This design comes from an exercise in tuning for small area and a short achievable clock period on the open sky130 flow, not from production work. Function was checked by simulation only, so behaviour that the tests miss may differ from the original.

==> branch fjord <==
==> flow/design.v (excerpt) <==
module block(inp_data, inp_weight, inp_mac, clk, reset, outp_data, outp_mac);
	input [15:0] inp_data, inp_weight, inp_mac;
	output reg [15:0] outp_data, outp_mac;
	input clk, reset;
	wire [9:0] ma = inp_data[9:0];
	wire [9:0] mb = inp_weight[9:0];
	wire pp_0_0;
	wire pp_0_1;
	wire pp_0_2;
	wire pp_0_3;
	wire pp_0_4;
	wire pp_0_5;
	wire pp_0_6;
	wire pp_0_7;
	wire pp_0_8;
	wire pp_0_9;
	wire pp_1_0;
	wire pp_1_1;
	wire pp_1_2;
	wire pp_1_3;
	wire pp_1_4;
	wire pp_1_5;
	wire pp_1_6;
	wire pp_1_7;
	wire pp_1_8;
	wire pp_1_9;
	wire pp_2_0;
	wire pp_2_1;
	wire pp_2_2;
	wire pp_2_3;
	wire pp_2_4;
	wire pp_2_5;
	wire pp_2_6;
	wire pp_2_7;
	wire pp_2_8;
	wire pp_2_9;
	wire pp_3_0;
	wire pp_3_1;
	wire pp_3_2;
	wire pp_3_3;
	wire pp_3_4;
	wire pp_3_5;
	wire pp_3_6;
	wire pp_3_7;
	wire pp_3_8;
	wire pp_3_9;
	wire pp_4_0;
	wire pp_4_1;
	wire pp_4_2;
	wire pp_4_3;
	wire pp_4_4;
	wire pp_4_5;
	wire pp_4_6;
	wire pp_4_7;
	wire pp_4_8;
	wire pp_4_9;
	wire pp_5_0;
	wire pp_5_1;
	wire pp_5_2;
	wire pp_5_3;
	wire pp_5_4;
	wire pp_5_5;
	wire pp_5_6;
	wire pp_5_7;
	wire pp_5_8;
	wire pp_5_9;
	wire pp_6_0;
	wire pp_6_1;
	wire pp_6_2;
	wire pp_6_3;
	wire pp_6_4;
	wire pp_6_5;
  ...
Settings: LEC_CHECK=0, ABC_AREA=1, CAP_MARGIN=20, CORE_MARGIN=2, CORE_UTILIZATION=40, SLEW_MARGIN=20, SYNTH_HIERARCHICAL=1, SYNTH_MINIMUM_KEEP_SIZE=0; clock period 22.0 ns.
run.sh (not shown) runs the stock make flow with config.mk's settings and CLKGATE_MAP_FILE= SYNTH_SCRIPT=/design/flow/synth_recipe.tcl, a recipe that flattens the netlist after the stock synthesis.
==> branch lagoon: changes against branch fjord <==
--- a/flow/design.v
+++ b/flow/design.v
@@ -483,44 +483,66 @@
 	wire [4:0] ea = inp_data[14:10];
 	wire [4:0] eb = inp_weight[14:10];
 	wire [4:0] em = inp_mac[14:10];
 	wire sP = inp_data[15] ^ inp_weight[15];
 	wire sM = inp_mac[15];
 	wire [5:0] eq0 = {1'b0, ea} + {1'b0, eb} + 6'd49;    
-	wire [5:0] eq1 = {1'b0, ea} + {1'b0, eb} + 6'd50;    
+	wire [5:0] eq1 = eq0 + 6'd1;                          
 	wire [5:0] ep = p21 ? eq1 : eq0;
 	wire pz = (inp_data == 16'd0) | (inp_weight == 16'd0) | ep[5];
 	wire [9:0] mp = p21 ? G[10:1] : G[9:0];
 	wire pnat0 = ~sP & (ep[4:0] == 5'd0) & (mp == 10'd0);
 	wire Pzero = pz | pnat0;
 	wire Mzero = (inp_mac == 16'd0);
-	wire [6:0] A0 = {2'b00, em} - {eq0[5], eq0};    
-	wire mbig = ~A0[6] & (A0 != 7'd0);        
-	wire [6:0] nA0 = -A0;
-	wire [11:0] Gs = G >> A0[5:0];
-	wire [10:0] Gn = p21 ? G[11:1] : G[10:0];
-	wire [10:0] X = mbig ? Gs[10:0] : Gn;
+	wire [6:0] A0 = {2'b00, em} - {eq0[5], eq0};
+	wire a0neg = A0[6];
+	wire mbig = ~a0neg & (A0 != 7'd0);       
 	wire [10:0] fM = {1'b1, inp_mac[9:0]};
-	wire [10:0] Ms = ~A0[6] ? fM : (fM >> nA0[5:0]);
-	wire [10:0] Y = (p21 & ~mbig) ? {1'b0, Ms[10:1]} : Ms;
-	wire [4:0] eL = mbig ? em : (p21 ? eq1[4:0] : eq0[4:0]);
+	wire [11:0] Z = mbig ? G : (a0neg ? {2'b00, fM[10:1]} : {1'b0, fM});
+	wire [5:0] k = mbig ? A0[5:0] : (a0neg ? ~A0[5:0] : 6'd0);
+	wire far = k[5] | k[4];
+	wire [11:0] z1 = k[0] ? {1'b0, Z[11:1]} : Z;
+	wire [11:0] z2 = k[1] ? {2'b0, z1[11:2]} : z1;
+	wire [11:0] z4 = k[2] ? {4'b0, z2[11:4]} : z2;
+	wire [10:0] z8 = k[3] ? {3'b0, z4[11:8]} : z4[10:0];
+	wire [10:0] zf = far ? 11'd0 : z8;
+	wire [10:0] Sx = (p21 & ~mbig) ? {1'b0, zf[10:1]} : zf;
+	wire [10:0] Gn = p21 ? G[11:1] : G[10:0];
+	wire [10:0] Lx = mbig ? fM : Gn;
+	wire sL = mbig ? sM : sP;
+	wire sS = mbig ? sP : sM;
+	wire [4:0] eL = mbig ? em : ep[4:0];
 	wire sub = sP ^ sM;
-	wire [11:0] S = sub ? ({1'b0, X} - {1'b0, Y}) : ({1'b0, X} + {1'b0, Y});
-	wire neg = sub & S[11];
-	wire [11:0] V = neg ? -S : S;
-	wire sign = neg ? sM : sP;
+	wire [10:0] Sy = Sx ^ {11{sub}};
+	wire [11:0] t = {1'b0, Lx} + {1'b0, Sy};
+	wire cout = t[11];
+	wire [10:0] pr = Lx ^ Sy;
+	reg [10:0] pp;                             
+	integer j;
+	always @* begin
+		pp[0] = 1'b1;
+		for (j = 1; j <= 10; j = j + 1)
+			pp[j] = pp[j-1] & pr[j-1];
+	end
+	wire [10:0] flip = {11{sub}} & (~{11{cout}} | pp);
+	wire [11:0] V = {cout & ~sub, t[10:0] ^ flip};
+	wire neg = sub & ~cout;
+	wire sign = neg ? sS : sL;
 	reg [3:0] lz;
 	integer i;
 	always @* begin
 		lz = 4'd12;
 		for (i = 0; i <= 11; i = i + 1)
 			if (V[i]) lz = 4'd11 - i[3:0];
 	end
-	wire [11:0] Vn = V << lz;
+	wire [11:0] v1 = lz[0] ? {V[10:0], 1'b0} : V;
+	wire [11:0] v2 = lz[1] ? {v1[9:0], 2'b0} : v1;
+	wire [11:0] v4 = lz[2] ? {v2[7:0], 4'b0} : v2;
+	wire [11:0] Vn = lz[3] ? {v4[3:0], 8'b0} : v4;
 	wire [5:0] er = {1'b0, eL} + 6'd1 - {2'b00, lz};
-	wire Vz = (V == 12'd0);
+	wire Vz = ~|V;
 	reg [15:0] R;
 	always @* begin
 		if (Mzero) R = Pzero ? 16'd0 : {sP, ep[4:0], mp};
 		else if (Pzero) R = inp_mac;
 		else if (Vz | er[5]) R = 16'd0;
 		else R = {sign, er[4:0], Vn[10:1]};
==> qor summary <==
quantity                                                                branch lagoon             branch fjord
Post-synthesis net count                                                         1444                     1502
Final Hold Slack                                                              4.51 ns                  4.52 ns
Layout clock area frac                                                          1.78%                    1.87%
Post-route non-filler standard cell count                                        1567                     1628
Setup slack of the critical path after layout                                 7.12 ns                  5.74 ns
Layout fillers                                                                   2146                     2211
Die width                                                                      148 um                   151 um
Number of cells on the critical path                                               52                       58
Height of the die                                                              148 um                   151 um
Bufs and invs on worst path                                                        10                       11
Maximum number of pins on one net before global-route repair                       38                       33
Core Area                                                                  20300 um^2               21100 um^2
Outcome                                                       complete, no violations  complete, no violations
Final period utilization                                                        67.7%                    73.9%
GR Layer Usage met2                                                             40.2%                    37.4%
Tap cells                                                                         270                      275

## what the ideal ports hide
How much do the figures lean on ideal ports? The routed layouts below were timed once more, with nothing changed but the port constraints. Step 1: set_driving_cell puts a clkbuf_16 on clk and a buf_2 on each other input, an assumption about the parent block. Step 2, shift: input delay + t, output delay - t, t = (earliest + latest rising clock arrival at the registers) / 2. This alone moves slack from input paths to output paths. Three values: ideal ports, drivers, drivers and shift; two values: the first two.
| run | t, ns | setup WS [ns] | worst hold slack (ns) | worst setup path after step 2 | latest minus earliest clock arrival (ns) |
|---|---|---|---|---|---|
| branch fjord | 0.334 | 5.744 / 5.768 / 5.434 | 4.520 / 4.498 / 4.831 | input to register | 0.006 / 0.005 |
| branch lagoon | 0.344 | 7.117 / 7.139 / 6.795 | 4.509 / 4.485 / 4.829 | input to register | 0.017 / 0.016 |
After both steps every run listed still meets setup and hold. The setup slack of branch lagoon, which loses most, moves by +0.022 ns with the drivers and by -0.322 ns with both steps.
